Source: an optimization exercise on an open RTL-to-GDS flow (aim: small area, a short achievable clock period and few clock cycles per item). Production flows keep margins and buffers that such runs may drop.
At most, simulation tests tie the RTL to the original design; equivalence was not proved.
No functional check of the RTL was part of runs 5 and 6.
Power and IR drop assume default switching activity.

==> flow/design.v (outline; a module is shown in full before it is edited, if it fits) <==
// module mul_pp_tree: 535 lines
// module mac_tree: 351 lines
// module csa_fa: 4 lines
// module csa_ha: 4 lines
// module matrix_multiplier_v2: 155 lines
module matrix_multiplier_v2
# (
    parameter ADDR_WIDTH = 17,
    parameter DATA_WIDTH = 32
)
(
    input clk,
    input rst,
    input start,
    input [DATA_WIDTH - 1 : 0] x_data,
    input [DATA_WIDTH - 1 : 0] y_data,
    input [ADDR_WIDTH - 1 : 0] x_rows,
    input [ADDR_WIDTH - 1 : 0] y_cols,
    input [ADDR_WIDTH - 1 : 0] x_cols_y_rows,
    output reg [ADDR_WIDTH - 1 : 0] x_addr,
    output reg [ADDR_WIDTH - 1 : 0] y_addr,
    output reg [ADDR_WIDTH - 1 : 0] z_addr,
    output reg [DATA_WIDTH - 1 : 0] z_data,
    output reg z_wen,
    output reg busy
);
  // ...
==> flow/flow/run.sh <==
#!/bin/bash
# The standard layout, with the ports buffered by a plain buffer
# instead of the delay cell buffer_ports picks by default.
set -euo pipefail
bash standard.sh "BUFFER_PORTS_ARGS=-buffer_cell sky130_fd_sc_hd__buf_1" SETUP_SLACK_MARGIN=5.3 finish > standard.log 2>&1
==> flow/standard.sh <==
#!/bin/bash
# synth_recipe.tcl (not shown) runs the flow's synth.tcl, then flattens the netlist and writes it again
# the make line also repeats each setting of config.mk as NAME=value (left out here)
make -C /OpenROAD-flow-scripts/flow DESIGN_CONFIG=/design/flow/config.mk WORK_HOME=/design/flow/orfs CLKGATE_MAP_FILE= SYNTH_SCRIPT=/design/flow/synth_recipe.tcl "${@:-finish}"
==> flow/config.mk <==
export PLATFORM = sky130hd
export DESIGN_NAME = matrix_multiplier_v2
export DESIGN_NICKNAME = matrix_multiplier_v2
export VERILOG_FILES = /design/flow/design.v
export SDC_FILE = /design/flow/constraint.sdc
export NUM_CORES = 4
export LEC_CHECK = 0
export CAP_MARGIN = 20
export CORE_MARGIN = 2
export CORE_UTILIZATION = 60
export CTS_CLUSTER_DIAMETER = 100
export CTS_CLUSTER_SIZE = 20
export SLEW_MARGIN = 20
export SYNTH_HIERARCHICAL = 1
export SYNTH_MINIMUM_KEEP_SIZE = 0
==> flow/constraint.sdc <==
create_clock -name core_clock -period 8.5 [get_ports {clk}]
set_input_delay 1.7000 -clock core_clock [delete_from_list [all_inputs] [get_ports {clk}]]
set_output_delay 1.7000 -clock core_clock [all_outputs]
set_load 0.01 [all_outputs]
==> impl_summary.txt, run 1 <==
----------------------------------------------------
[Place]
  Count of input and output buffers ... 202
  Worst slack at placement ... 4970 ps

[Timing]
  Setup TNS after final layout ... 0 ps
  Minimum clock period ... 3050 ps
  PnR worst setup slack ... 5450 ps
  Final period utilization ... 0.359

[Finish]
  Flip-flop count of the largest register, all copies and words added ... 167
  Number of sequential cells in the layout ... 500
  Commonest cells after routing, fill and taps aside ... sky130_fd_sc_hd__dfxtp_1, sky130_fd_sc_hd__xnor2_1, sky130_fd_sc_hd__a22oi_1, sky130_fd_sc_hd__fa_1, sky130_fd_sc_hd__buf_1
  Combined flip-flop and latch cell area ... 10400 µm²
  Net count, final ... 3136
  Largest cell class by area ... multi-input gates
  Area Growth Syn to Fin ... 1.12%

[GRT]
  Fraction of met3 tracks used by global routing ... 0.0577
  Most congested layer reported by global routing ... met2
  Aggregate global routing overflow ... 0
  Pin count of the biggest net entering global routing ... 92

[CTS]
  Clock tree from TritonCTS ... built
  Clock buffer count from CTS ... 29
  Number of buffers on the longest clock path ... 3

[Pwr]
  Comb pwr share ... 0.525

[Min path]
  Hold path start ... f2$_DFF_P_

[Setup path]
  Critical path origin ... acc_s[0]$_DFF_P_
  Data required time of the worst path ... 8990 ps
  Top Family by Delay on Critical Path ... compound AO/OA/AOI/OAI gates

[Synth]
  Net count after synthesis ... 3268
  Cell with the most instances after synthesis ... sky130_fd_sc_hd__dfxtp_1
  Post-synthesis share of cell area spent on full adders, half adders and majority gates ... 0.217

[Drt]
  Length of routed wiring on met1 ... 29200 µm

[Run status]
  Status ... finished clean

----------------------------------------------------
Testbench counts, summed over its fixed seeds: cycles 9,759, items 95.
==> inputs of run 2 (changes only) <==
==> flow/flow/run.sh (replaced) <==
#!/bin/bash
# The standard layout, with the ports buffered by a plain buffer
# instead of the delay cell buffer_ports picks by default.
set -euo pipefail
bash standard.sh "BUFFER_PORTS_ARGS=-buffer_cell sky130_fd_sc_hd__buf_1" SETUP_SLACK_MARGIN=5.75 finish > standard.log 2>&1
==> run 2 against run 1 <==
  * Critical path depth is 9 lower
  * Sequential power rose by 1%
  * Non-clock buffer count increased by 55
  * Wire length rose by 5.2%
  * Register-to-register slack better by 280 ps
  * Critical endpoint is now z_addr[11]
  * Combinational power is 5.7% higher
  * Total power rose by 2.9%
  * Utilization is 3.0 points higher
==> impl_summary.txt, run 2 <==
----------------------------------------------------
[Synth]
  Post-synthesis sequential area ratio ... 0.350
  Netlist area before placement ... 29700 µm²
  Proportion of register bits with asynchronous set or reset after synthesis ... 0
  Total number of yosys warnings ... 7
  Unique masters post-synth ... 69
  Avg Inst Size Synth ... 10.7 µm²
  Commonest cells post-synth ... sky130_fd_sc_hd__dfxtp_1, sky130_fd_sc_hd__xnor2_1, sky130_fd_sc_hd__a22oi_1, sky130_fd_sc_hd__fa_1, sky130_fd_sc_hd__buf_4
  Area share of the largest cell type after synthesis ... 0.311
  Largest area contributor in the synthesized netlist ... sky130_fd_sc_hd__dfxtp_1
  Flip-flop and latch count after synthesis ... 500
  Cell with the most instances after synthesis ... sky130_fd_sc_hd__dfxtp_1
  Count of flip-flops with a built-in enable after synthesis ... 39
  Net count after synthesis ... 3268 (unchanged)
  Post-synthesis cell count ... 2789
  Synth area leaders ... sky130_fd_sc_hd__dfxtp_1, sky130_fd_sc_hd__fa_1, sky130_fd_sc_hd__xnor2_1
  Ys flop type ... sky130_fd_sc_hd__dfxtp_1

[Drt]
  Detail-routed net length per standard cell ... 22.1 µm
  Detailed-route via count ... 19800
  Starting DRT DRC Count ... 1449
  Final ANT Viol Nets ... 0
  First-pass DRT Iterations ... 7
  Detail-routed via count per cell ... 5.85
  Number of design rule violations left after detail routing ... 0
  Drt total wl ... 74900 µm

[Min path]
  Worst hold-check path type ... flop to flop
  Hold path start ... f2$_DFF_P_

[Place]
  Estimated wirelength of the detail-placed design ... 50900 µm
  Count of input and output buffers ... 202 (unchanged)
  Routability-driven placement congestion ratio ... 0.861
  Cells after DPL ... 3289

[Setup path]
  Largest stage delay on the critical path ... 370 ps
  Beginning of the worst register-to-register path ... acc_s[0]$_DFF_P_
  Slowest cell on the critical path ... sky130_fd_sc_hd__dfxtp_4
  Bufs and invs on worst path ... 1
  CP Max Fanout ... 4
  Data required time of the worst path ... 6800 ps (-2190 ps)
  Critical Path, Cell by Cell ... buf_6
  Top Family by Delay on Critical Path ... flip-flops
  Critical path capture point type ... output port
  Crit Path Class ... flop to output port
  Critical path origin ... z_addr[11]$_SDFFE_PP0P_
  Kind of start point of the critical path ... flop
  Critical Path AT ... 1100 ps

[Floorplanning]
  FP Rows ... 81
  Die ar. ... 51300 µm²
  Top-level I/O count ... 203
  Initial core utilization ... 0.607
  Vertical die dimension ... 227 µm
  Horizontal die dimension ... 227 µm
  Floorplan Core Area ... 49000 µm²

[CTS]
  Clock buffer count from CTS ... 29 (unchanged)
  Htree depth ... 1
  Clock tree from TritonCTS ... built
  Later-pin clock latency in the skew report ... 620 ps
  Count of clock tree sinks ... 500
  CTS clock-pin slew for the worst setup and hold paths ... 80 ps
  Cts-stage hold buffer count ... 0
  Clock root cell ... sky130_fd_sc_hd__clkbuf_16
  Number of buffers on the longest clock path ... 3 (unchanged)

[Pwr]
  Overall power ... 10.7 mW
  Peak supply drop ... 0.198 mV
  Total power per unit cell area ... 340 nW/µm²
  Lkg Pwr ... 12.0 nW

[Timing]
  Smallest hold slack ... 329 ps
  Setup violators final ... 0
  Max-slew headroom at the worst pin ... 0.370
  Minimum clock period ... 2800 ps (-255 ps)
  Setup repair after global routing missed its margin ... true
  Highest Clock Rate ... 358 MHz
  Max-slew violations ... 0
  Slew at the pin closest to its max-slew limit ... 944 ps
  Final period utilization ... 0.329 (-0.0300)
  Setup TNS after final layout ... 0 ps (unchanged)
  Hold Violations, Final ... 0
  Worst-case clock skew ... 24.1 ps

[Finish]
  Commonest cells after routing, fill and taps aside ... sky130_fd_sc_hd__xnor2_1, sky130_fd_sc_hd__dfxtp_1, sky130_fd_sc_hd__a22oi_1, sky130_fd_sc_hd__fa_1, sky130_fd_sc_hd__nor2_1
  Number of cells in the finished layout apart from fillers ... 3387
  Most common cell after layout, fill and taps aside ... sky130_fd_sc_hd__xnor2_1
  Flip-flop count of the largest register, all copies and words added ... 167 (unchanged)
  Ratio of cells with drive above 1 in the final layout ... 0.137
  Register name with the most flops ... mid_r
  Fillers ... 3995
  Finished Core Util ... 0.644
  Net count, final ... 3192 (+1.8%)
  Multi-input logic area ... 17000 µm²
  Combined flip-flop and latch cell area ... 10500 µm² (+1.3%)
  Area Growth Syn to Fin ... 6.05%

[GRT]
  Number of global-route vias before repair ... 20400
  Initial antenna violation count ... 5
  Overall fraction of global-route tracks in use ... 0.295
  Pin count of the biggest net entering global routing ... 98 (+6.5%)
  Aggregate global routing overflow ... 0 (unchanged)
  Wire length of the first global-routing pass ... 116000 µm

[Run status]
  Status ... finished clean

[Flow run]
  Max-cap check violation count ... 0

----------------------------------------------------
[run 2: cell counts after synthesis]
No cell type changed its count.
[run 2: what timing repair did]
item                                    CTS  global route
pin swaps                                14            11
resized for setup                       259            81
endpoints found under the setup margin  132           130
gates cloned                              1             1
buffers inserted                         42            13
[run 2: area by class of cell]
type | count | area share
multi-input cells | 1843 | 0.540
flip-flops and latches | 500 | 0.335
inverters | 37 | 0.00449
repair buffers | 302 | 0.0691
well taps | 664 | 0.0264
clock inverters | 4 | 0.00115
clock buffers | 35 | 0.0237
diodes | 2 | 0.000159
[run 2: stage by stage]
| stage | setup WS, ps | instance area [µm²] |
|---|---|---|
| global placement | 4630 | 29200 |
| floorplan | 5660 | 29800 |
| global route | 5650 | 31500 |
| CTS | 5630 | 31100 |
| detailed placement | 4630 | 29200 |
| finish | 5700 | 31500 |
[run 2: modules after synthesis (local to each module, per instance)]
module                times used  flops+latches
matrix_multiplier_v2           1            500
mul_pp_tree                    1              0
csa_ha                        32              0
csa_fa                       255              0
mac_tree                       1              0
[run 2: layer usage]
layer  global-route usage  wire length, µm  vias to the layer above
met5                    0               44                        -
met4                0.125             3310                        6
met3               0.0513             5180                      197
met2                0.487            35800                      799
met1                0.384            30500                     9770
li1                     -                -                     9043
[run 2: path summary, 6_finish.rpt]
path                                      endpoint  slack (ps)  cells past startpoint
worst max-delay path                    z_addr[11]        5700                      1
worst min-delay path                    f3$_DFF_P_         330                      0
worst min register to register          f3$_DFF_P_         330                      0
worst max register to register  z_data[28]$_DFF_P_        5730                     10
[run 2: power by group]
group	internal [mW]	total [mW]	switching, mW
Clock	0.624	1.41	0.791
Sequential	3.13	3.52	0.393
Combinational	2.78	5.77	2.99
[run 2: cells by family after synthesis]
group                      Yosys count  synth area share
and+or+nand+nor                    525            0.0885
muxes                                5           0.00168
DFF                                500             0.350
AOI/OAI and AO/OA                  495             0.117
buffers and inverters              447            0.0876
xor gates and xnor gates           456             0.138
adders and majority gates          361             0.217
==> inputs of run 3 (changes only) <==
--- a/flow/config.mk
+++ b/flow/config.mk
@@ -7,9 +7,9 @@
 export LEC_CHECK = 0
 export CAP_MARGIN = 20
 export CORE_MARGIN = 2
-export CORE_UTILIZATION = 60
+export CORE_UTILIZATION = 75
 export CTS_CLUSTER_DIAMETER = 100
-export CTS_CLUSTER_SIZE = 20
+export CTS_CLUSTER_SIZE = 28
 export SLEW_MARGIN = 20
 export SYNTH_HIERARCHICAL = 1
 export SYNTH_MINIMUM_KEEP_SIZE = 0
==> run 3 against run 2 <==
  * Die area decreased by 20%
  * Register-to-register slack got worse by 30 ps
  * Synthesized cell count unchanged
  * Clock power decreased by 16%
  * Combinational power about the same
  * Still clean on timing, DRC and antenna
  * Critical path type is now flop to flop
  * Non-clock buffer count decreased by 1
  * Total power decreased by 1.7%
  * Sequential share of layout area increased by 0.58 points
==> impl_summary.txt, run 3 <==
----------------------------------------------------
[Run status]
  Status ... finished clean

[Setup path]
  Endpoint of the most critical register-to-register path ... z_data[28]$_DFF_P_
  Slowest cell on the critical path ... sky130_fd_sc_hd__dfxtp_2
  Worst Reg-to-Reg Cells ... 10 (unchanged)
  Critical Path, Cell by Cell ... ha_4 > fa_2 > a21o_1 > a221oi_2 > nand3_1 > a31o_4 > o2111ai_4 > a31oi_4 > o2111a_1 > a311o_1
  Largest stage delay on the critical path ... 350 ps (-20 ps)
  Critical Path AT ... 3260 ps (+2160 ps)
  Register-to-register setup slack ... 5700 ps (-30 ps)
  Critical path capture point type ... flop
  Data required time of the worst path ... 8960 ps (+2160 ps)
  Beginning of the worst register-to-register path ... acc_s[0]$_DFF_P_
  Kind of start point of the critical path ... flop
  CP Max Fanout ... 4 (unchanged)
  Crit Path Class ... flop to flop

[GRT]
  Overall fraction of global-route tracks in use ... 0.348 (+0.0529)
  Initial antenna violation count ... 0 (-5)
  Number of global-route vias before repair ... 20900 (+2.4%)
  Pin count of the biggest net entering global routing ... 65 (-34%)
  Wire length of the first global-routing pass ... 113000 µm (-2.6%)
  Aggregate global routing overflow ... 0 (unchanged)

[Synth]
  Flip-flop and latch count after synthesis ... 500 (unchanged)
  Unique masters post-synth ... 69 (unchanged)
  Commonest cells post-synth ... sky130_fd_sc_hd__dfxtp_1, sky130_fd_sc_hd__xnor2_1, sky130_fd_sc_hd__a22oi_1, sky130_fd_sc_hd__fa_1, sky130_fd_sc_hd__buf_4
  Ys flop type ... sky130_fd_sc_hd__dfxtp_1
  Fraction of synthesized cell area in xor and xnor cells ... 0.138 (unchanged)
  Synth Area in Compound Gates ... 0.117 (unchanged)
  Post-synthesis sequential area ratio ... 0.350 (unchanged)
  Post-synthesis share of cell area spent on full adders, half adders and majority gates ... 0.217 (unchanged)
  Post-synthesis cell count ... 2789 (unchanged)
  Share of synthesized cell area in and, or, nand and nor gates ... 0.0885 (unchanged)
  Avg Inst Size Synth ... 10.7 µm² (unchanged)
  Dominant combinational cell family by area after synthesis ... adder cells
  Cell with the most instances after synthesis ... sky130_fd_sc_hd__dfxtp_1
  Net count after synthesis ... 3268 (unchanged)
  Netlist area before placement ... 29700 µm² (unchanged)
  Largest area contributor in the synthesized netlist ... sky130_fd_sc_hd__dfxtp_1
  Count of flip-flops with a built-in enable after synthesis ... 39 (unchanged)
  Total number of yosys warnings ... 7 (unchanged)
  Area share of the largest cell type after synthesis ... 0.311 (unchanged)
  Share of synthesized area spent on multiplexers ... 0.00168 (unchanged)
  Proportion of register bits with asynchronous set or reset after synthesis ... 0 (unchanged)
  Synth area leaders ... sky130_fd_sc_hd__dfxtp_1, sky130_fd_sc_hd__fa_1, sky130_fd_sc_hd__xnor2_1

[Pwr]
  Proportion of total power due to net switching ... 0.392 (+0.00219)
  Comb pwr share ... 0.547 (+0.008)
  Peak supply drop ... 0.250 mV (+26%)
  Total power per unit cell area ... 338 nW/µm² (-0.58%)
  Sequential Power Share ... 0.340 (+0.011)
  Overall power ... 10.5 mW (-1.7%)
  Lkg Pwr ... 11.9 nW (-0.80%)
  Cell internal pwr ... 6.39 mW (-2.1%)
  Power share of the clock group ... 0.113 (-0.019)
  P_sw ... 4.13 mW (-1.2%)

[CTS]
  Clock buffer count from CTS ... 21 (-28%)
  Clock tree from TritonCTS ... built
  Htree depth ... 1 (unchanged)
  Cts-stage hold buffer count ... 0 (unchanged)
  Number of buffers on the longest clock path ... 3 (unchanged)
  Count of clock tree sinks ... 500 (unchanged)
  Clock root cell ... sky130_fd_sc_hd__clkbuf_16
  CTS clock-pin slew for the worst setup and hold paths ... 110 ps (+30 ps)
  Later-pin clock latency in the skew report ... 560 ps (-60 ps)

[Timing]
  Setup TNS after final layout ... 0 ps (unchanged)
  Hold Violations, Final ... 0 (unchanged)
  Setup repair after global routing missed its margin ... true
  PnR worst setup slack ... 5700 ps (-5.68 ps)
  Setup violators final ... 0 (unchanged)
  Minimum clock period ... 2800 ps (+5.68 ps)
  Max-slew headroom at the worst pin ... 0.374 (+0.00398)
  Final period utilization ... 0.330 (+0.000668)
  Worst-case clock skew ... 18.0 ps (-6.03 ps)
  Highest Clock Rate ... 357 MHz (-0.20%)
  Slew at the pin closest to its max-slew limit ... 938 ps (-5.95 ps)
  Max-slew violations ... 0 (unchanged)

[Finish]
  Flip-flop count of the largest register, all copies and words added ... 167 (unchanged)
  Final standard cell area without fillers ... 31200 µm² (-1.1%)
  Area Growth Syn to Fin ... 4.85%
  Commonest cells after routing, fill and taps aside ... sky130_fd_sc_hd__xnor2_1, sky130_fd_sc_hd__dfxtp_1, sky130_fd_sc_hd__a22oi_1, sky130_fd_sc_hd__fa_1, sky130_fd_sc_hd__nor2_1
  Ratio of cells with drive above 1 in the final layout ... 0.139 (+0.00208)
  Most common cell after layout, fill and taps aside ... sky130_fd_sc_hd__xnor2_1
  Register name with the most flops ... mid_r
  Fillers ... 2379 (-40%)
  Net count, final ... 3183 (-0.28%)
  Finished Core Util ... 0.800 (+0.157)
  Ant diodes ... 0 (-2)

[Drt]
  Drt total wl ... 73100 µm (-2.3%)
  Starting DRT DRC Count ... 2125 (+47%)
  Number of design rule violations left after detail routing ... 0 (unchanged)
  Detail-routed net length per standard cell ... 22.7 µm (+2.6%)
  First-pass DRT Iterations ... 10 (+3)
  Detail-routed via count per cell ... 6.38 (+9.0%)
  Detailed-route via count ... 20600 (+3.9%)
  Final ANT Viol Nets ... 0 (unchanged)

[Min path]
  Worst hold endpoint ... f2$_DFF_P_
  Hold path start ... f1$_DFF_P_
  Cell depth of the worst hold path ... 0 (unchanged)
  Worst hold-check path type ... flop to flop

[Floorplanning]
  Initial core utilization ... 0.763 (+0.156)
  FP Rows ... 72 (-11%)
  Die ar. ... 41200 µm² (-20%)
  Top-level I/O count ... 203 (unchanged)
  Horizontal die dimension ... 203 µm (-10%)
  Vertical die dimension ... 203 µm (-10%)
  Floorplan Core Area ... 38900 µm² (-20%)

[Place]
  Estimated wirelength of the detail-placed design ... 48500 µm (-4.7%)
  Routability-driven placement congestion ratio ... 0.961 (+12%)
  Worst slack at placement ... 4440 ps (-193 ps)
  Placed cell areas ... 29000 µm² (-0.97%)
  Count of input and output buffers ... 202 (unchanged)

[Flow run]
  Max-cap check violation count ... 0 (unchanged)

----------------------------------------------------
==> run 3: worst max-delay path: cells and delay by family, from the launching register on <==
family	cells	cell delay, ps
AO/OA/AOI/OAI	7	1680
adder cells (fa/ha/maj)	2	490
flip-flops	1	350
AND/OR/NAND/NOR	1	160
==> run 3: through the flow <==
step	cells	hold slack [ps]
final	3227	332
after global routing	3227	342
after CTS	3203	336
after detailed placement	3130	313
after global placement	3130	312
after floorplan	2789	310
==> run 3: power by group through the flow <==
| stage | logic, mW | clock network (mW) | registers, mW |
|---|---|---|---|
| floorplan | 6.21 | 0 | 3.47 |
| global placement | 5.10 | 0 | 3.57 |
| detailed placement | 5.41 | 0 | 3.59 |
| CTS | 5.60 | 1.21 | 3.55 |
| global route | 6.51 | 1.29 | 3.63 |
| finish | 5.75 | 1.19 | 3.58 |
==> run 3: metal layers <==
| metal | share of wire | routed length [µm] | track usage |
|---|---|---|---|
| met2 | 0.46 | 33300 | 0.552 |
| met5 | 0 | 0 | 0 |
| met1 | 0.41 | 29800 | 0.485 |
| met3 | 0.098 | 7150 | 0.0634 |
| met4 | 0.040 | 2910 | 0.119 |
==> run 3: cell type report <==
class | count | area, µm² | area share
inverters | 37 | 141 | 0.00454
clock inverters | 1 | 8.76 | 0.000281
multi-input cells | 1843 | 17000 | 0.546
flip-flops and latches | 500 | 10600 | 0.340
well taps | 518 | 648 | 0.0208
repair buffers | 301 | 2170 | 0.0696
clock buffers | 27 | 568 | 0.0182
==> run 3: modules after synthesis, one instance, submodules excluded <==
module / flops+latches / area [µm²] / cells / copies in the design
csa_ha: 0 / 12.5 / 1 / 32
mul_pp_tree: 0 / 6380 / 861 / 1
matrix_multiplier_v2: 500 / 17200 / 1568 / 1
mac_tree: 0 / 601 / 73 / 1
csa_fa: 0 / 20.0 / 1 / 255
==> run 3: logic make-up after synthesis <==
group / Yosys count
compound gates: 495
xor+xnor: 456
fa+ha+maj: 361
buf+inv: 447
flops: 500
mux: 5
simple gates: 525
==> run 3: what timing repair did <==
| item | CTS | global route |
|---|---|---|
| endpoints found under the setup margin | 194 | 93 |
| resized for setup | 240 | 115 |
| setup buffers | 43 | 22 |
| pin swaps | 17 | 26 |
| gates cloned | 2 | 1 |
==> run 3: how the worst max path moves through the flow <==
stage,start,to,slack [ps]
finish,acc_s[0]$_DFF_P_,z_data[28]$_DFF_P_,5700
global route,acc_s[0]$_DFF_P_,z_data[28]$_DFF_P_,5630
CTS,acc_c[0]$_DFF_P_,z_data[28]$_DFF_P_,5710
detailed placement,start,y_addr[11]$_SDFF_PP0_,4440
global placement,start,y_addr[11]$_SDFF_PP0_,4540
floorplan,y_cols[3],cm1[12]$_DFFE_PP_,5660
==> inputs of run 4 (changes only) <==
==> flow/flow/run.sh (replaced) <==
#!/bin/bash
# The standard layout, with the ports buffered by a plain buffer
# instead of the delay cell buffer_ports picks by default.
set -euo pipefail
bash standard.sh "BUFFER_PORTS_ARGS=-buffer_cell sky130_fd_sc_hd__buf_1" SETUP_SLACK_MARGIN=5.7 finish > standard.log 2>&1
==> run 4 against run 3 <==
  * Wire length is 4.7% lower
  * Synthesized cell count did not move
  * Via count down 2.4%
  * Largest power group unchanged
  * Flip-flop and latch count unchanged
  * Final cell count fell by 0.56%
  * Utilization is 1.5 points lower
  * Global-route usage decreased by 0.57 points
  * Sequential power hardly changed
  * Critical path type unchanged
  * Setup slack improved by 18 ps
  * Total power is 2.0% lower
  * Combinational power is 3% lower
  * Sequential share of layout area up 0.55 points
==> impl_summary.txt, run 4 <==
----------------------------------------------------
[Run status]
  Status ... finished clean

[Setup path]
  Worst Reg-to-Reg Cells ... 10 (unchanged)
  Kind of start point of the critical path ... flop
  Capture point of the worst path ... z_data[28]$_DFF_P_
  Critical path capture point type ... flop
  Slowest cell on the critical path ... sky130_fd_sc_hd__o21ai_0
  Critical path origin ... acc_s[16]$_DFF_P_
  CP Max Fanout ... 4 (unchanged)
  Crit Path Class ... flop to flop
  Critical Path, Cell by Cell ... ha_1 > and2_1 > a221o_1 > nor2_1 > o21ai_0 > o2111ai_4 > a31oi_4 > buf_4 > o21ai_0 > a311o_1
  Largest stage delay on the critical path ... 470 ps (+120 ps)
  Beginning of the worst register-to-register path ... acc_s[16]$_DFF_P_
  Top Family by Delay on Critical Path ... compound AO/OA/AOI/OAI gates
  Critical Path AT ... 3260 ps (about the same)
  Bufs and invs on worst path ... 1 (+1)
  Logic depth of the worst path, buffers included ... 10 (unchanged)
  Data required time of the worst path ... 8980 ps (+20 ps)
  Endpoint of the most critical register-to-register path ... z_data[28]$_DFF_P_
  Cell type with the highest occurrence count on the critical path ... sky130_fd_sc_hd__o21ai_0
  Register-to-register setup slack ... 5720 ps (+20 ps)

[Synth]
  Area share of the largest cell type after synthesis ... 0.311 (unchanged)
  Netlist area before placement ... 29700 µm² (unchanged)
  Cell with the most instances after synthesis ... sky130_fd_sc_hd__dfxtp_1
  Commonest cells post-synth ... sky130_fd_sc_hd__dfxtp_1, sky130_fd_sc_hd__xnor2_1, sky130_fd_sc_hd__a22oi_1, sky130_fd_sc_hd__fa_1, sky130_fd_sc_hd__buf_4
  Unique masters post-synth ... 69 (unchanged)
  Largest area contributor in the synthesized netlist ... sky130_fd_sc_hd__dfxtp_1
  Proportion of register bits with asynchronous set or reset after synthesis ... 0 (unchanged)
  Synth area leaders ... sky130_fd_sc_hd__dfxtp_1, sky130_fd_sc_hd__fa_1, sky130_fd_sc_hd__xnor2_1
  Flip-flop and latch count after synthesis ... 500 (unchanged)
  Post-synthesis sequential area ratio ... 0.350 (unchanged)
  Avg Inst Size Synth ... 10.7 µm² (unchanged)
  Ys flop type ... sky130_fd_sc_hd__dfxtp_1
  Net count after synthesis ... 3268 (unchanged)
  Total number of yosys warnings ... 7 (unchanged)
  Post-synthesis cell count ... 2789 (unchanged)
  Count of flip-flops with a built-in enable after synthesis ... 39 (unchanged)

[Drt]
  Detail-routed via count per cell ... 6.26 (-1.9%)
  Detailed-route via count ... 20100 (-2.4%)
  Number of design rule violations left after detail routing ... 0 (unchanged)
  Length of routed wiring on met1 ... 28800 µm (-3.1%)
  Final ANT Viol Nets ... 0 (unchanged)
  Drt total wl ... 69700 µm (-4.7%)
  Starting DRT DRC Count ... 2048 (-3.6%)
  Detail-routed net length per standard cell ... 21.7 µm (-4.1%)
  Top metal layer carrying routed signals ... met5
  First-pass DRT Iterations ... 10 (unchanged)
  WL met2 ... 31500 µm (-5.6%)
  Met3 WL post-DR ... 6780 µm (-5.1%)

[Timing]
  PnR worst setup slack ... 5720 ps (+17.8 ps)
  Slew at the pin closest to its max-slew limit ... 979 ps (+41.5 ps)
  Final period utilization ... 0.327 (-0.00209)
  Highest Clock Rate ... 359 MHz (+0.64%)
  Setup repair after global routing missed its margin ... true
  Max-slew violations ... 0 (unchanged)
  Setup violators final ... 0 (unchanged)
  Hold Violations, Final ... 0 (unchanged)
  Max-slew headroom at the worst pin ... 0.346 (-0.0277)
  Minimum clock period ... 2780 ps (-17.8 ps)
  Worst-case clock skew ... 20.2 ps (+2.21 ps)
  Setup TNS after final layout ... 0 ps (unchanged)

[Finish]
  Fillers ... 2447 (+2.9%)
  Ratio of cells with drive above 1 in the final layout ... 0.115 (-0.0240)
  Most common cell after layout, fill and taps aside ... sky130_fd_sc_hd__dfxtp_1
  Finished Core Util ... 0.785 (-0.0152)
  Flip-flop count of the largest register, all copies and words added ... 167 (unchanged)
  Combined flip-flop and latch cell area ... 10600 µm² (-0.33%)
  Register name with the most flops ... mid_r
  Area Growth Syn to Fin ... 2.85%
  Commonest cells after routing, fill and taps aside ... sky130_fd_sc_hd__dfxtp_1, sky130_fd_sc_hd__xnor2_1, sky130_fd_sc_hd__a22oi_1, sky130_fd_sc_hd__fa_1, sky130_fd_sc_hd__nor2_1
  Net count, final ... 3166 (-0.53%)
  Ant diodes ... 0 (unchanged)
  Multi-input logic area ... 17000 µm² (-0.27%)

[Pwr]
  Total power per unit cell area ... 337 nW/µm² (about the same)
  Overall power ... 10.3 mW (-2.0%)
  Peak supply drop ... 0.254 mV (+1.9%)
  Lkg Pwr ... 11.7 nW (-1.5%)

[Floorplanning]
  Die ar. ... 41200 µm² (unchanged)
  FP Rows ... 72 (unchanged)
  Top-level I/O count ... 203 (unchanged)
  Horizontal die dimension ... 203 µm (unchanged)
  Vertical die dimension ... 203 µm (unchanged)
  Initial core utilization ... 0.763 (unchanged)
  Floorplan Core Area ... 38900 µm² (unchanged)

[GRT]
  Initial antenna violation count ... 1 (+1)
  Pin count of the biggest net entering global routing ... 53 (-18%)
  Overall fraction of global-route tracks in use ... 0.342 (-0.00569)
  Number of global-route vias before repair ... 20500 (-1.8%)
  Aggregate global routing overflow ... 0 (unchanged)
  Wire length of the first global-routing pass ... 111000 µm (-1.7%)

[CTS]
  Later-pin clock latency in the skew report ... 580 ps (+20 ps)
  Htree depth ... 1 (unchanged)
  Clock root cell ... sky130_fd_sc_hd__clkbuf_16
  Number of buffers on the longest clock path ... 3 (unchanged)
  Clock buffer count from CTS ... 21 (unchanged)
  Count of clock tree sinks ... 500 (unchanged)
  CTS clock-pin slew for the worst setup and hold paths ... 120 ps (about the same)
  Cts-stage hold buffer count ... 0 (unchanged)
  Clock tree from TritonCTS ... built

[Place]
  Worst slack at placement ... 4310 ps (-127 ps)
  Estimated wirelength of the detail-placed design ... 48600 µm (+0.20%)
  Routability-driven placement congestion ratio ... 0.942 (-1.9%)
  Count of input and output buffers ... 202 (unchanged)

[Min path]
  Worst hold-check path type ... flop to flop
  Cell depth of the worst hold path ... 0 (unchanged)

[Flow run]
  Max-cap check violation count ... 0 (unchanged)

----------------------------------------------------
-- run 4: changes by cell type in the layout (fill, tap and decap cells not counted), sizes merged --
cell | before | now
bufbuf | 1 | 2
clkbuf | 35 | 43
buf | 292 | 265
-- run 4: worst reg2reg max path: stages, from the launching register on --
cell,delay [ps]
sky130_fd_sc_hd__dfxtp_1,330
sky130_fd_sc_hd__ha_1,340
sky130_fd_sc_hd__and2_1,200
sky130_fd_sc_hd__a221o_1,280
sky130_fd_sc_hd__nor2_1,70
sky130_fd_sc_hd__o21ai_0,470
sky130_fd_sc_hd__o2111ai_4,230
sky130_fd_sc_hd__a31oi_4,230
sky130_fd_sc_hd__buf_4,150
sky130_fd_sc_hd__o21ai_0,70
sky130_fd_sc_hd__a311o_1,320
-- run 4: modules after synthesis, one instance, submodules excluded --
module | flip-flops and latches | area (µm²) | cells inside
csa_fa | 0 | 20.0 | 1
csa_ha | 0 | 12.5 | 1
mac_tree | 0 | 601 | 73
matrix_multiplier_v2 | 500 | 17200 | 1568
mul_pp_tree | 0 | 6380 | 861
-- run 4: routing by layer --
metal	track usage	vias up
li1	-	8980
met1	0.479	9798
met2	0.540	1088
met3	0.0695	217
met4	0.109	2
met5	0	-
-- run 4: power breakdown --
part	switching [mW]	internal [mW]	leakage, nW
Clock	0.724	0.476	0.280
Sequential	0.441	3.12	4.27
Combinational	2.89	2.65	7.13
-- run 4: cell families after synthesis --
logic type,count (synthesis),share of synthesized area
fa+ha+maj,361,0.217
compound gates,495,0.117
buf+inv,447,0.0876
flops,500,0.350
mux,5,0.00168
simple gates,525,0.0885
xor+xnor,456,0.138
-- run 4: worst min-delay path by stage --
stage / from / end / slack, ps
CTS: f1$_DFF_P_ / f2$_DFF_P_ / 330
detailed placement: fst$_SDFF_PP1_ / f1$_DFF_P_ / 310
floorplan: fst$_SDFF_PP1_ / f1$_DFF_P_ / 310
global placement: l1$_DFF_P_ / l2$_DFF_P_ / 310
global route: l3$_DFF_P_ / l4$_DFF_P_ / 340
finish: f1$_DFF_P_ / f2$_DFF_P_ / 330
-- run 4: cell type report --
cell class	count	share of cell area
flip-flops and latches	500	0.346
well taps	518	0.0212
clock inverters	1	0.000287
repair buffers	284	0.0544
clock buffers	26	0.0185
multi-input cells	1843	0.555
inverters	37	0.00454
-- run 4: timing repair --
action | in CTS | in global routing
cloned | 3 | 0
setup endpoints to repair | 184 | 84
buffers inserted | 24 | 22
pin swaps | 14 | 18
gates resized for setup | 149 | 97
-- run 4: metrics by stage --
stage | hold WS (ps) | cells | cell area [µm²]
after floorplan | 310 | 2789 | 29800
after global placement | 312 | 3132 | 29000
after detailed placement | 313 | 3132 | 29000
after CTS | 330 | 3186 | 30100
after global routing | 342 | 3209 | 30600
final | 332 | 3209 | 30600
==> module matrix_multiplier_v2, before the edit <==
module matrix_multiplier_v2
# (
    parameter ADDR_WIDTH = 17,
    parameter DATA_WIDTH = 32
)
(
    input clk,
    input rst,
    input start,
    input [DATA_WIDTH - 1 : 0] x_data,
    input [DATA_WIDTH - 1 : 0] y_data,
    input [ADDR_WIDTH - 1 : 0] x_rows,
    input [ADDR_WIDTH - 1 : 0] y_cols,
    input [ADDR_WIDTH - 1 : 0] x_cols_y_rows,
    output reg [ADDR_WIDTH - 1 : 0] x_addr,
    output reg [ADDR_WIDTH - 1 : 0] y_addr,
    output reg [ADDR_WIDTH - 1 : 0] z_addr,
    output reg [DATA_WIDTH - 1 : 0] z_data,
    output reg z_wen,
    output reg busy
);
localparam AW = ADDR_WIDTH;
localparam DW = DATA_WIDTH;
localparam MW = 167;
localparam ND = 16;
reg          act;        
reg          kz;         
reg          k1, c1;     
reg          fst;        
reg          lk, lc, lr; 
reg [AW-1:0] kcnt;       
reg [AW-1:0] cm1;        
reg [AW-1:0] rcnt;       
reg [AW-1:0] col;        
reg [AW-1:0] rowbase;    
wire [AW-1:0] col_inc = col + 1'b1;
wire [AW-1:0] x_inc   = x_addr + 1'b1;
always @(posedge clk) begin
    if (rst)
        act <= 1'b0;
    else if (start)
        act <= (x_rows != 0) && (y_cols != 0);
    else if (lk && lc && lr)
        act <= 1'b0;
end
always @(posedge clk) begin
    if (start) begin
        kz      <= (x_cols_y_rows == 0);
        k1      <= (x_cols_y_rows == 1);
        c1      <= (y_cols == 1);
        lk      <= (x_cols_y_rows == 0) || (x_cols_y_rows == 1);
        lc      <= (y_cols == 1);
        lr      <= (x_rows == 1);
        kcnt    <= x_cols_y_rows;
        cm1     <= y_cols - 1'b1;
        rcnt    <= x_rows;
        col     <= {AW{1'b0}};
        rowbase <= {AW{1'b0}};
        x_addr  <= {AW{1'b0}};
        y_addr  <= {AW{1'b0}};
        fst     <= 1'b1;
    end else begin
        fst <= lk;
        if (!lk) begin
            kcnt   <= kcnt - 1'b1;
            lk     <= (kcnt == 2);
            x_addr <= x_inc;
            y_addr <= y_addr + cm1 + 1'b1;
        end else begin
            kcnt <= x_cols_y_rows;
            lk   <= kz | k1;
            if (!lc) begin
                lc     <= (col_inc == cm1);
                col    <= col_inc;
                y_addr <= col_inc;
                x_addr <= rowbase;
            end else begin
                lc      <= c1;
                col     <= {AW{1'b0}};
                y_addr  <= {AW{1'b0}};
                rcnt    <= rcnt - 1'b1;
                lr      <= (rcnt == 2);
                rowbase <= x_inc;
                x_addr  <= x_inc;
            end
        end
    end
end
reg v1, f1, l1;                      
reg v2, f2, l2;                      
reg [DW-1:0] a_r;
reg [ND-1:0] one_r, two_r, neg_r;    
reg v3, f3, l3;                      
reg [MW-1:0] mid_r;
reg v4, l4;                          
reg [DW-1:0] acc_s, acc_c;
wire [MW-1:0] mid;
wire [DW-1:0] nxt_s, nxt_c;
mul_pp_tree mul_pp_tree
(
    .A(a_r),
    .ONE(one_r),
    .TWO(two_r),
    .NEG(neg_r),
    .MID(mid)
);
mac_tree mac_tree
(
    .MID(mid_r),
    .ACC(f3 ? {DW{1'b0}} : acc_s),
    .ACC2(f3 ? {DW{1'b0}} : acc_c),
    .S(nxt_s),
    .C(nxt_c)
);
always @(posedge clk) begin
    if (rst) begin
        v1 <= 1'b0; v2 <= 1'b0; v3 <= 1'b0; v4 <= 1'b0;
        z_wen <= 1'b0;
        busy  <= 1'b0;
    end else begin
        v1 <= act;
        v2 <= v1;
        v3 <= v2;
        v4 <= v3;
        z_wen <= v4 & l4;
        busy  <= (start & (x_rows != 0) & (y_cols != 0)) | act | v1 | v2 | v3 | v4;
    end
end
wire [DW:0] yb = {y_data, 1'b0};
integer i;
always @(posedge clk) begin
    for (i = 0; i < ND; i = i + 1) begin
        one_r[i] <= yb[2*i+1] ^ yb[2*i];
        two_r[i] <= (yb[2*i+2] ^ yb[2*i+1]) & ~(yb[2*i+1] ^ yb[2*i]);
        neg_r[i] <= yb[2*i+2] & ~(yb[2*i+1] & yb[2*i]);
    end
end
always @(posedge clk) begin
    f1 <= fst;    l1 <= lk;
    f2 <= f1;     l2 <= l1;
    f3 <= f2;     l3 <= l2;
    l4 <= l3;
    a_r <= kz ? {DW{1'b0}} : x_data;
    mid_r <= mid;
    acc_s <= nxt_s;
    acc_c <= nxt_c;
    z_data <= acc_s + acc_c;
end
always @(posedge clk) begin
    if (start)
        z_addr <= {AW{1'b0}};
    else if (z_wen)
        z_addr <= z_addr + 1'b1;
end
endmodule
==> inputs of run 5 (changes only) <==
--- a/flow/design.v
+++ b/flow/design.v
@@ -922,7 +922,6 @@
 reg          act;        
 reg          kz;         
 reg          k1, c1;     
-reg          fst;        
 reg          lk, lc, lr; 
 reg [AW-1:0] kcnt;       
 reg [AW-1:0] cm1;        
@@ -954,9 +953,7 @@
         rowbase <= {AW{1'b0}};
         x_addr  <= {AW{1'b0}};
         y_addr  <= {AW{1'b0}};
-        fst     <= 1'b1;
     end else begin
-        fst <= lk;
         if (!lk) begin
             kcnt   <= kcnt - 1'b1;
             lk     <= (kcnt == 2);
@@ -982,14 +979,15 @@
         end
     end
 end
-reg v1, f1, l1;                      
-reg v2, f2, l2;                      
+reg v1, l1;                          
+reg v2, l2;                          
 reg [DW-1:0] a_r;
 reg [ND-1:0] one_r, two_r, neg_r;    
-reg v3, f3, l3;                      
+reg v3, l3;                          
 reg [MW-1:0] mid_r;
 reg v4, l4;                          
 reg [DW-1:0] acc_s, acc_c;
+wire f3 = l4 | ~v4;
 wire [MW-1:0] mid;
 wire [DW-1:0] nxt_s, nxt_c;
 mul_pp_tree mul_pp_tree
@@ -1032,9 +1030,9 @@
     end
 end
 always @(posedge clk) begin
-    f1 <= fst;    l1 <= lk;
-    f2 <= f1;     l2 <= l1;
-    f3 <= f2;     l3 <= l2;
+    l1 <= lk;
+    l2 <= l1;
+    l3 <= l2;
     l4 <= l3;
     a_r <= kz ? {DW{1'b0}} : x_data;
     mid_r <= mid;
==> flow/flow/run.sh (replaced) <==
#!/bin/bash
# The standard layout, with the ports buffered by a plain buffer
# instead of the delay cell buffer_ports picks by default.
set -euo pipefail
bash standard.sh "BUFFER_PORTS_ARGS=-buffer_cell sky130_fd_sc_hd__buf_1" SETUP_SLACK_MARGIN=5.65 finish > standard.log 2>&1
--- a/flow/config.mk
+++ b/flow/config.mk
@@ -9,7 +9,7 @@
 export CORE_MARGIN = 2
 export CORE_UTILIZATION = 75
 export CTS_CLUSTER_DIAMETER = 100
-export CTS_CLUSTER_SIZE = 28
+export CTS_CLUSTER_SIZE = 20
 export SLEW_MARGIN = 20
 export SYNTH_HIERARCHICAL = 1
 export SYNTH_MINIMUM_KEEP_SIZE = 0
==> run 5 against run 4 <==
  * Still clean on timing, DRC and antenna
  * Clock-buffer cell count rose by 8
  * Die area barely moved
  * Wire length increased by 0.69%
  * Largest cell class unchanged
==> impl_summary.txt, run 5 <==
----------------------------------------------------
[Place]
  Count of input and output buffers ... 202 (unchanged)
  Routability-driven placement congestion ratio ... 0.942 (about the same)
  Cells after DPL ... 3149 (+0.54%)
  Worst slack at placement ... 4570 ps (+259 ps)
  Estimated wirelength of the detail-placed design ... 49700 µm (+2.4%)

[Finish]
  Area Growth Syn to Fin ... 1.59%
  Net count, final ... 3152 (-0.44%)
  Number of cells in the finished layout apart from fillers ... 3197 (-0.37%)
  Flip-flop count of the largest register, all copies and words added ... 167 (unchanged)
  Ratio of cells with drive above 1 in the final layout ... 0.0885 (-0.0267)
  Most common cell after layout, fill and taps aside ... sky130_fd_sc_hd__dfxtp_1
  Commonest cells after routing, fill and taps aside ... sky130_fd_sc_hd__dfxtp_1, sky130_fd_sc_hd__xnor2_1, sky130_fd_sc_hd__a22oi_1, sky130_fd_sc_hd__fa_1, sky130_fd_sc_hd__buf_1
  Register name with the most flops ... mid_r
  Ant diodes ... 0 (unchanged)

[Floorplanning]
  Initial core utilization ... 0.763 (about the same)
  FP Rows ... 72 (unchanged)
  Floorplan Core Area ... 38900 µm² (unchanged)
  Horizontal die dimension ... 203 µm (about the same)
  Top-level I/O count ... 203 (unchanged)
  Die ar. ... 41200 µm² (about the same)
  Vertical die dimension ... 203 µm (about the same)

[Drt]
  Final ANT Viol Nets ... 0 (unchanged)
  Detail-routed via count per cell ... 6.30 (+0.60%)
  Number of design rule violations left after detail routing ... 0 (unchanged)
  Starting DRT DRC Count ... 2221 (+8.4%)
  Drt total wl ... 70200 µm (+0.69%)
  Detail-routed net length per standard cell ... 22.0 µm (+1.1%)
  First-pass DRT Iterations ... 8 (-2)
  Detailed-route via count ... 20100 (+0.22%)

[Synth]
  Commonest cells post-synth ... sky130_fd_sc_hd__dfxtp_1, sky130_fd_sc_hd__xnor2_1, sky130_fd_sc_hd__a22oi_1, sky130_fd_sc_hd__fa_1, sky130_fd_sc_hd__buf_4
  Cell with the most instances after synthesis ... sky130_fd_sc_hd__dfxtp_1
  Count of flip-flops with a built-in enable after synthesis ... 39 (unchanged)
  Unique masters post-synth ... 75 (+8.7%)
  Area share of the largest cell type after synthesis ... 0.308 (-0.00271)
  Largest area contributor in the synthesized netlist ... sky130_fd_sc_hd__dfxtp_1
  Net count after synthesis ... 3284 (+0.49%)
  Post-synthesis sequential area ratio ... 0.347 (-0.00271)
  Proportion of register bits with asynchronous set or reset after synthesis ... 0 (unchanged)
  Flip-flop and latch count after synthesis ... 496 (-0.80%)
  Post-synthesis cell count ... 2805 (+0.57%)
  Synth area leaders ... sky130_fd_sc_hd__dfxtp_1, sky130_fd_sc_hd__fa_1, sky130_fd_sc_hd__xnor2_1
  Ys flop type ... sky130_fd_sc_hd__dfxtp_1
  Avg Inst Size Synth ... 10.6 µm² (-0.57%)
  Netlist area before placement ... 29700 µm² (about the same)
  Total number of yosys warnings ... 7 (unchanged)

[CTS]
  Clock root cell ... sky130_fd_sc_hd__clkbuf_16
  CTS clock-pin slew for the worst setup and hold paths ... 90 ps (-30 ps)
  Clock tree from TritonCTS ... built
  Cts-stage hold buffer count ... 0 (unchanged)
  Count of clock tree sinks ... 496 (-0.80%)
  Htree depth ... 1 (unchanged)
  Clock buffer count from CTS ... 28 (+33%)
  Later-pin clock latency in the skew report ... 620 ps (+40 ps)
  Number of buffers on the longest clock path ... 3 (unchanged)

[Setup path]
  Data required time of the worst path ... 8970 ps (about the same)
  Worst Reg-to-Reg Cells ... 8 (-2)
  CP Max Fanout ... 2 (-2)
  Critical Path AT ... 3530 ps (+270 ps)
  Critical Path, Cell by Cell ... buf_6 > or4_4 > or3_4 > nor3_4 > nand3b_1 > o221ai_2 > a31oi_1
  Largest stage delay on the critical path ... 530 ps (+60 ps)
  Kind of start point of the critical path ... primary input
  Crit Path Class ... primary input to flop
  Beginning of the worst register-to-register path ... a_r[8]$_SDFF_PP0_
  Critical path origin ... y_cols[11]
  Capture point of the worst path ... busy$_SDFF_PP0_
  Endpoint of the most critical register-to-register path ... mid_r[162]$_DFF_P_
  Register-to-register setup slack ... 5710 ps (about the same)
  Critical path capture point type ... flop
  Slowest cell on the critical path ... sky130_fd_sc_hd__or4_4

[Pwr]
  Proportion of total power due to net switching ... 0.386 (-0.00796)
  P_sw ... 3.65 mW (-10%)
  Lkg Pwr ... 11.6 nW (-1.0%)
  Overall power ... 9.45 mW (-8.3%)
  Peak supply drop ... 0.242 mV (-4.8%)
  Sequential Power Share ... 0.368 (+0.023)
  Power share of the clock group ... 0.144 (+0.028)
  Cell internal pwr ... 5.80 mW (-7.1%)
  Comb pwr share ... 0.488 (-0.050)
  Total power per unit cell area ... 313 nW/µm² (-7.2%)

[GRT]
  Overall fraction of global-route tracks in use ... 0.342 (-0.000346)
  Initial antenna violation count ... 0 (-1)
  Pin count of the biggest net entering global routing ... 81 (+53%)
  Aggregate global routing overflow ... 0 (unchanged)
  Most congested layer reported by global routing ... met2
  Wire length of the first global-routing pass ... 111000 µm (-0.12%)
  Number of global-route vias before repair ... 20400 (-0.79%)
  Met2 routing resource usage after global routing ... 0.529 (-0.0105)
  GR Util met1 ... 0.492 (+0.0132)
  Fraction of met3 tracks used by global routing ... 0.0650 (-0.00449)

[Timing]
  Slew at the pin closest to its max-slew limit ... 926 ps (-53.1 ps)
  Worst-case clock skew ... 41.2 ps (+21.0 ps)
  Max-slew violations ... 0 (unchanged)
  Final period utilization ... 0.359 (+0.0316)
  Smallest hold slack ... 331 ps (-1.24 ps)
  Hold Violations, Final ... 0 (unchanged)
  Minimum clock period ... 3050 ps (+269 ps)
  Highest Clock Rate ... 328 MHz (-8.8%)
  Max-slew headroom at the worst pin ... 0.382 (+0.0355)
  Setup TNS after final layout ... 0 ps (unchanged)
  PnR worst setup slack ... 5450 ps (-269 ps)
  Setup repair after global routing missed its margin ... true
  Setup violators final ... 0 (unchanged)

[Flow run]
  Max-cap check violation count ... 0 (unchanged)

[Run status]
  Status ... finished clean

[Min path]
  Worst hold-check path type ... flop to flop

----------------------------------------------------
## run 5: changes by cell type after synthesis, moves of 10 or more
cell | previous run | this run
sky130_fd_sc_hd__nor2b_1 | 119 | 56
sky130_fd_sc_hd__and2_1 | 7 | 67
sky130_fd_sc_hd__nand2_1 | 119 | 147
sky130_fd_sc_hd__nor2_1 | 136 | 115
sky130_fd_sc_hd__o21ai_0 | 71 | 90
sky130_fd_sc_hd__a211oi_1 | 39 | 25
sky130_fd_sc_hd__inv_1 | 37 | 27
## run 5: what timing repair did
| action | CTS | global route |
|---|---|---|
| pin swaps | 1 | 3 |
| resized for setup | 86 | 88 |
| setup endpoints to repair | 130 | 96 |
| setup buffers | 3 | 7 |
| cloned | 0 | 1 |
## run 5: per-stage QoR
| step | cell area, µm² | util |
|---|---|---|
| after floorplan | 29800 | - |
| after global placement | 29000 | 0.744 |
| after CTS | 29900 | 0.768 |
| final | 30200 | 0.776 |
| after global routing | 30200 | 0.776 |
| after detailed placement | 29000 | 0.744 |
## run 5: area by class of cell
cell class	count	area, µm²
Clock buffer	34	724
Clock inverter	2	21.3
Fill cell	2578	8730
Inverter	27	101
Multi-Input combinational cell	1874	17000
Sequential cell	496	10400
Tap cell	518	648
Timing Repair Buffer	246	1260
## run 5: logic make-up (layout without fill, tap and decap cells)
kind of cell / count (synthesis) / count (layout) / share of synthesized area
flip-flops: 496 / 496 / 0.347
AND/OR/NAND/NOR: 535 / 535 / 0.0902
AO/OA/AOI/OAI: 522 / 522 / 0.121
buffers and inverters: 435 / 309 / 0.0862
XOR/XNOR: 451 / 451 / 0.136
multiplexers: 5 / 5 / 0.00168
adder cells (fa/ha/maj): 361 / 361 / 0.217
## run 5: metal layers
metal  up-vias  share of wire
met5         -              0
met2      1154           0.45
met4         0          0.030
met3       176           0.10
li1       8996              -
met1      9803           0.42
## run 5: per-module statistics from Yosys (local to each module, per instance)
module | cell area [µm²] | flops+latches
mac_tree | 601 | 0
matrix_multiplier_v2 | 17200 | 496
csa_ha | 12.5 | 0
mul_pp_tree | 6380 | 0
csa_fa | 20.0 | 0
## run 5: critical path, delay by kind of cell
| kind | cells | cell delay, ps |
|---|---|---|
| compound gates | 2 | 400 |
| simple gates | 4 | 1330 |
| buf+inv | 1 | 90 |
## run 5: power by group through the flow
stage / Sequential [mW] / Clock, mW / Combinational [mW]
finish: 3.48 / 1.36 / 4.61
global route: 3.53 / 1.46 / 5.22
CTS: 3.47 / 1.37 / 4.60
detailed placement: 3.51 / 0 / 4.55
global placement: 3.48 / 0 / 4.23
floorplan: 3.37 / 0 / 5.07
## run 5: worst min-delay path by stage
stage	startpoint	end	slack, ps	cells after the start
5_1_grt	l2$_DFF_P_	l3$_DFF_P_	340	0
3_3_place_gp	l1$_DFF_P_	l2$_DFF_P_	310	0
3_5_place_dp	l3$_DFF_P_	l4$_DFF_P_	310	0
2_1_floorplan	l1$_DFF_P_	l2$_DFF_P_	310	0
6_report	l3$_DFF_P_	l4$_DFF_P_	330	0
4_1_cts	l3$_DFF_P_	l4$_DFF_P_	330	0
==> inputs of run 6 (changes only) <==
--- a/flow/design.v
+++ b/flow/design.v
@@ -922,6 +922,7 @@
 reg          act;        
 reg          kz;         
 reg          k1, c1;     
+reg          fst;        
 reg          lk, lc, lr; 
 reg [AW-1:0] kcnt;       
 reg [AW-1:0] cm1;        
@@ -953,7 +954,9 @@
         rowbase <= {AW{1'b0}};
         x_addr  <= {AW{1'b0}};
         y_addr  <= {AW{1'b0}};
+        fst     <= 1'b1;
     end else begin
+        fst <= lk;
         if (!lk) begin
             kcnt   <= kcnt - 1'b1;
             lk     <= (kcnt == 2);
@@ -979,23 +982,23 @@
         end
     end
 end
-reg v1, l1;                          
-reg v2, l2;                          
+reg v1, f1, l1;                      
+reg v2, f2, l2;                      
 reg [DW-1:0] a_r;
-reg [ND-1:0] one_r, two_r, neg_r;    
-reg v3, l3;                          
+reg [DW-1:0] b_r;
+reg [ND-1:0] one_d, two_d, neg_d;    
+reg v3, f3, l3;                      
 reg [MW-1:0] mid_r;
 reg v4, l4;                          
 reg [DW-1:0] acc_s, acc_c;
-wire f3 = l4 | ~v4;
 wire [MW-1:0] mid;
 wire [DW-1:0] nxt_s, nxt_c;
 mul_pp_tree mul_pp_tree
 (
     .A(a_r),
-    .ONE(one_r),
-    .TWO(two_r),
-    .NEG(neg_r),
+    .ONE(one_d),
+    .TWO(two_d),
+    .NEG(neg_d),
     .MID(mid)
 );
 mac_tree mac_tree
@@ -1020,21 +1023,22 @@
         busy  <= (start & (x_rows != 0) & (y_cols != 0)) | act | v1 | v2 | v3 | v4;
     end
 end
-wire [DW:0] yb = {y_data, 1'b0};
+wire [DW:0] yb = {b_r, 1'b0};
 integer i;
-always @(posedge clk) begin
+always @* begin
     for (i = 0; i < ND; i = i + 1) begin
-        one_r[i] <= yb[2*i+1] ^ yb[2*i];
-        two_r[i] <= (yb[2*i+2] ^ yb[2*i+1]) & ~(yb[2*i+1] ^ yb[2*i]);
-        neg_r[i] <= yb[2*i+2] & ~(yb[2*i+1] & yb[2*i]);
+        one_d[i] = yb[2*i+1] ^ yb[2*i];
+        two_d[i] = (yb[2*i+2] ^ yb[2*i+1]) & ~(yb[2*i+1] ^ yb[2*i]);
+        neg_d[i] = yb[2*i+2] & ~(yb[2*i+1] & yb[2*i]);
     end
 end
 always @(posedge clk) begin
-    l1 <= lk;
-    l2 <= l1;
-    l3 <= l2;
+    f1 <= fst;    l1 <= lk;
+    f2 <= f1;     l2 <= l1;
+    f3 <= f2;     l3 <= l2;
     l4 <= l3;
     a_r <= kz ? {DW{1'b0}} : x_data;
+    b_r <= y_data;
     mid_r <= mid;
     acc_s <= nxt_s;
     acc_c <= nxt_c;
==> flow/flow/run.sh (replaced) <==
#!/bin/bash
# The standard layout, with the ports buffered by a plain buffer
# instead of the delay cell buffer_ports picks by default.
set -euo pipefail
bash standard.sh "BUFFER_PORTS_ARGS=-buffer_cell sky130_fd_sc_hd__buf_1" SETUP_SLACK_MARGIN=5.5 finish > standard.log 2>&1
--- a/flow/config.mk
+++ b/flow/config.mk
@@ -7,7 +7,7 @@
 export LEC_CHECK = 0
 export CAP_MARGIN = 20
 export CORE_MARGIN = 2
-export CORE_UTILIZATION = 75
+export CORE_UTILIZATION = 60
 export CTS_CLUSTER_DIAMETER = 100
 export CTS_CLUSTER_SIZE = 20
 export SLEW_MARGIN = 20
==> run 6 against run 5 <==
  * Still clean
  * Clock power is 3% higher
  * Clock skew is 4.9 ps lower
  * Wire length is 6.9% higher
  * Total power is 10% higher
  * Critical path depth is 2 higher
  * Die area is 24% higher
  * Via count is 1.2% lower
  * Fmax is 2.4% higher
  * Global-route usage is 4.2 points lower
  * Sequential power is 2% lower
  * Cell area is 2.8% higher
  * Critical endpoint is now mid_r[150]$_DFF_P_
  * Largest cell class unchanged
==> impl_summary.txt, run 6 <==
----------------------------------------------------
[Pwr]
  Cell internal pwr ... 6.30 mW (+8.6%)
  Total power per unit cell area ... 336 nW/µm² (+7.3%)
  Proportion of total power due to net switching ... 0.395 (+0.00942)
  P_sw ... 4.12 mW (+13%)
  Comb pwr share ... 0.539 (+0.051)
  Peak supply drop ... 0.180 mV (-26%)
  Power share of the clock group ... 0.134 (-0.010)
  Sequential Power Share ... 0.327 (-0.041)
  Lkg Pwr ... 11.5 nW (-0.33%)

[Setup path]
  Crit Path Class ... flop to flop
  Data required time of the worst path ... 8970 ps (about the same)
  Critical Path AT ... 3450 ps (-80 ps)
  Kind of start point of the critical path ... flop
  Critical path capture point type ... flop
  CP Max Fanout ... 5 (+3)
  Worst Reg-to-Reg Cells ... 9 (+1)

[Synth]
  Cell with the most instances after synthesis ... sky130_fd_sc_hd__dfxtp_1
  Ys flop type ... sky130_fd_sc_hd__dfxtp_1
  Largest area contributor in the synthesized netlist ... sky130_fd_sc_hd__dfxtp_1
  Post-synthesis cell count ... 2821 (+0.57%)
  Netlist area before placement ... 29600 µm² (-0.53%)
  Flip-flop and latch count after synthesis ... 484 (-2.4%)
  Area share of the largest cell type after synthesis ... 0.301 (-0.00649)
  Net count after synthesis ... 3300 (+0.49%)
  Count of flip-flops with a built-in enable after synthesis ... 39 (unchanged)
  Commonest cells post-synth ... sky130_fd_sc_hd__dfxtp_1, sky130_fd_sc_hd__xnor2_1, sky130_fd_sc_hd__a22oi_1, sky130_fd_sc_hd__fa_1, sky130_fd_sc_hd__buf_4
  Proportion of register bits with asynchronous set or reset after synthesis ... 0 (unchanged)
  Avg Inst Size Synth ... 10.5 µm² (-1.1%)
  Synth area leaders ... sky130_fd_sc_hd__dfxtp_1, sky130_fd_sc_hd__fa_1, sky130_fd_sc_hd__xnor2_1
  Post-synthesis sequential area ratio ... 0.341 (-0.00628)
  Total number of yosys warnings ... 7 (unchanged)
  Unique masters post-synth ... 66 (-12%)

[Min path]
  Worst hold-check path type ... flop to flop
  Cell depth of the worst hold path ... 0 (unchanged)

[Drt]
  Detail-routed via count per cell ... 5.84 (-7.3%)
  Detailed-route via count ... 19900 (-1.2%)
  Number of design rule violations left after detail routing ... 0 (unchanged)
  Drt total wl ... 75100 µm (+6.9%)
  Final ANT Viol Nets ... 0 (unchanged)
  First-pass DRT Iterations ... 6 (-2)
  Detail-routed net length per standard cell ... 22.0 µm (+0.33%)
  Starting DRT DRC Count ... 1646 (-26%)

[GRT]
  Aggregate global routing overflow ... 0 (unchanged)
  Number of global-route vias before repair ... 20500 (+0.56%)
  Initial antenna violation count ... 4 (+4)
  Pin count of the biggest net entering global routing ... 65 (-20%)
  Overall fraction of global-route tracks in use ... 0.300 (-0.0420)
  Wire length of the first global-routing pass ... 117000 µm (+5.8%)

[CTS]
  Count of clock tree sinks ... 484 (-2.4%)
  Later-pin clock latency in the skew report ... 620 ps (about the same)
  Clock root cell ... sky130_fd_sc_hd__clkbuf_16
  Clock buffer count from CTS ... 28 (unchanged)
  Clock tree from TritonCTS ... built
  Number of buffers on the longest clock path ... 3 (unchanged)
  Htree depth ... 1 (unchanged)
  CTS clock-pin slew for the worst setup and hold paths ... 90 ps (about the same)

[Floorplanning]
  Floorplan Core Area ... 48700 µm² (+25%)
  FP Rows ... 81 (+13%)
  Horizontal die dimension ... 226 µm (+11%)
  Vertical die dimension ... 226 µm (+11%)
  Top-level I/O count ... 203 (unchanged)
  Die ar. ... 51000 µm² (+24%)
  Initial core utilization ... 0.606 (-0.157)

[Timing]
  Setup violators final ... 0 (unchanged)
  Setup repair after global routing missed its margin ... true
  Setup TNS after final layout ... 0 ps (unchanged)
  Hold Violations, Final ... 0 (unchanged)
  PnR worst setup slack ... 5520 ps (+71.1 ps)
  Slew at the pin closest to its max-slew limit ... 972 ps (+46.1 ps)
  Highest Clock Rate ... 335 MHz (+2.4%)
  Max-slew violations ... 0 (unchanged)
  Minimum clock period ... 2980 ps (-71.1 ps)
  Worst-case clock skew ... 36.3 ps (-4.87 ps)
  Final period utilization ... 0.351 (-0.00837)
  Max-slew headroom at the worst pin ... 0.351 (-0.0308)

[Finish]
  Area Growth Syn to Fin ... 4.97%
  Register name with the most flops ... mid_r
  Net count, final ... 3213 (+1.9%)
  Final standard cell area without fillers ... 31000 µm² (+2.8%)
  Flip-flop count of the largest register, all copies and words added ... 167 (unchanged)
  Most common cell after layout, fill and taps aside ... sky130_fd_sc_hd__dfxtp_1
  Ratio of cells with drive above 1 in the final layout ... 0.0861 (-0.00237)
  Commonest cells after routing, fill and taps aside ... sky130_fd_sc_hd__dfxtp_1, sky130_fd_sc_hd__xnor2_1, sky130_fd_sc_hd__fa_1, sky130_fd_sc_hd__a22oi_1, sky130_fd_sc_hd__buf_1

[Place]
  Worst slack at placement ... 4620 ps (+50.6 ps)
  Routability-driven placement congestion ratio ... 0.899 (-4.5%)
  Estimated wirelength of the detail-placed design ... 52400 µm (+5.4%)
  Count of input and output buffers ... 202 (unchanged)
  Placed cell areas ... 29100 µm² (+0.54%)

[Flow run]
  Max-cap check violation count ... 0 (unchanged)

[Run status]
  Status ... finished clean

----------------------------------------------------
## run 6: cell types whose count changed after synthesis, moves of 8 or more
cell                      before  now
sky130_fd_sc_hd__and2_1       67    6
sky130_fd_sc_hd__dfxtp_1     457  445
sky130_fd_sc_hd__nor2b_1      56  122
sky130_fd_sc_hd__nor3_1       20   29
sky130_fd_sc_hd__o31ai_1      13    5
## run 6: cell type report
type                       instances  area (µm²)
fill                            4021       17700
multi-input combinational       1894       17300
sequential                       484       10100
timing repair buffer             297        1840
tap                              664         831
clock buffer                      34         744
inverter                          29         114
clock inverter                     3        33.8
antenna                            2        5.00
## run 6: cells by family after synthesis
group                    synth area share
AND/OR/NAND/NOR                    0.0957
AO/OA/AOI/OAI                       0.120
flip-flops                          0.341
XOR/XNOR                            0.136
buffers and inverters              0.0877
adder cells (fa/ha/maj)             0.218
multiplexers                      0.00135
## run 6: path summary, 6_finish.rpt
| path | start | to | slack, ps |
|---|---|---|---|
| setup / recovery | b_r[5]$_DFF_P_ | mid_r[150]$_DFF_P_ | 5520 |
| hold / removal | f1$_DFF_P_ | f2$_DFF_P_ | 320 |
| hold reg to reg | f1$_DFF_P_ | f2$_DFF_P_ | 320 |
| setup reg to reg | b_r[5]$_DFF_P_ | mid_r[150]$_DFF_P_ | 5520 |
## run 6: repair_timing
action                     CTS  global route
pin swaps                   34            36
hold buffers                 0             0
setup endpoints to repair   77            32
setup buffers               30            11
gates resized for setup     95            54
gates cloned                 7             0
## run 6: worst max-delay path: stages, from the launching register on
cell and delay, ps:
sky130_fd_sc_hd__dfxtp_4 370, sky130_fd_sc_hd__ha_4 270, sky130_fd_sc_hd__buf_12 130, sky130_fd_sc_hd__nor2_4 110, sky130_fd_sc_hd__buf_12 140, sky130_fd_sc_hd__a22oi_2 80
sky130_fd_sc_hd__xnor2_1 180, sky130_fd_sc_hd__fa_1 620, sky130_fd_sc_hd__fa_1 470, sky130_fd_sc_hd__fa_1 490
## run 6: power by group through the flow
stage / clock network (mW) / logic, mW / registers (mW)
after CTS: 1.44 / 5.65 / 3.41
final: 1.40 / 5.62 / 3.41
after global placement: 0 / 5.31 / 3.45
after detailed placement: 0 / 5.52 / 3.46
after global routing: 1.52 / 6.51 / 3.47
after floorplan: 0 / 6.27 / 3.38
## run 6: metrics by stage
step                std cells  utilization  total power [mW]  hold slack [ps]
floorplan                2821            -              9.64              310
global placement         3320        0.597              8.76              314
detailed placement       3320        0.597              8.97              314
CTS                      3394        0.631              10.5              326
global route             3405        0.636              11.5              331
finish                   3407        0.636              10.4              324
## run 6: Yosys stat by module (local to each module, per instance)
| module | area [µm²] | flops+latches | copies in the design | cells |
|---|---|---|---|---|
| matrix_multiplier_v2 | 17100 | 484 | 1 | 1600 |
| mac_tree | 601 | 0 | 1 | 73 |
| csa_fa | 20.0 | 0 | 255 | 1 |
| mul_pp_tree | 6380 | 0 | 1 | 861 |
| csa_ha | 12.5 | 0 | 32 | 1 |
## run 6: metal layers
layer / GRT usage / part of all wire / vias to the layer above
met5: 0 / 0.00020 / -
met2: 0.481 / 0.47 / 753
met1: 0.400 / 0.42 / 9816
met4: 0.127 / 0.042 / 2
li1: - / - / 9166
met3: 0.0557 / 0.072 / 150

[static timing again, ports no longer ideal]
The flow's constraints put no driver on any port. The routed layouts listed below were extracted and timed again, unchanged, in two steps.
Step 1: set_driving_cell puts a clkbuf_16 on clk and a buf_2 on each other input, an assumption about the parent block.
Step 2 also shifts input and output timing later by t, the mid clock arrival at the registers, as if the neighbouring blocks saw the same clock.
Three values: ideal, step 1, step 2; two values: the first two.
| run | shift t [ns] | slack for setup (ns) | hold WS [ns] | worst setup path at the end | worst register clock-pin slew, ns |
|---|---|---|---|---|---|
| run 1 | 0.671 | 5.450 / 5.428 / 4.939 | 0.331 / 0.331 / 0.331 | input to register | 0.09 / 0.09 |
| run 2 | 0.665 | 5.704 / 5.641 / 5.223 | 0.329 / 0.329 / 0.329 | input to register | 0.09 / 0.09 |
| run 3 | 0.613 | 5.699 / 5.677 / 5.219 | 0.332 / 0.332 / 0.332 | input to register | 0.11 / 0.11 |
| run 4 | 0.624 | 5.716 / 5.671 / 5.226 | 0.332 / 0.332 / 0.332 | input to register | 0.12 / 0.12 |
| run 5 | 0.659 | 5.448 / 5.472 / 4.813 | 0.331 / 0.331 / 0.331 | input to register | 0.10 / 0.10 |
| run 6 | 0.662 | 5.519 / 5.486 / 5.082 | 0.324 / 0.324 / 0.324 | input to register | 0.10 / 0.10 |
After both steps every run listed still meets setup and hold. For run 5, which loses most, drivers alone change the setup slack by +0.024 ns; drivers and shift together by -0.635 ns.
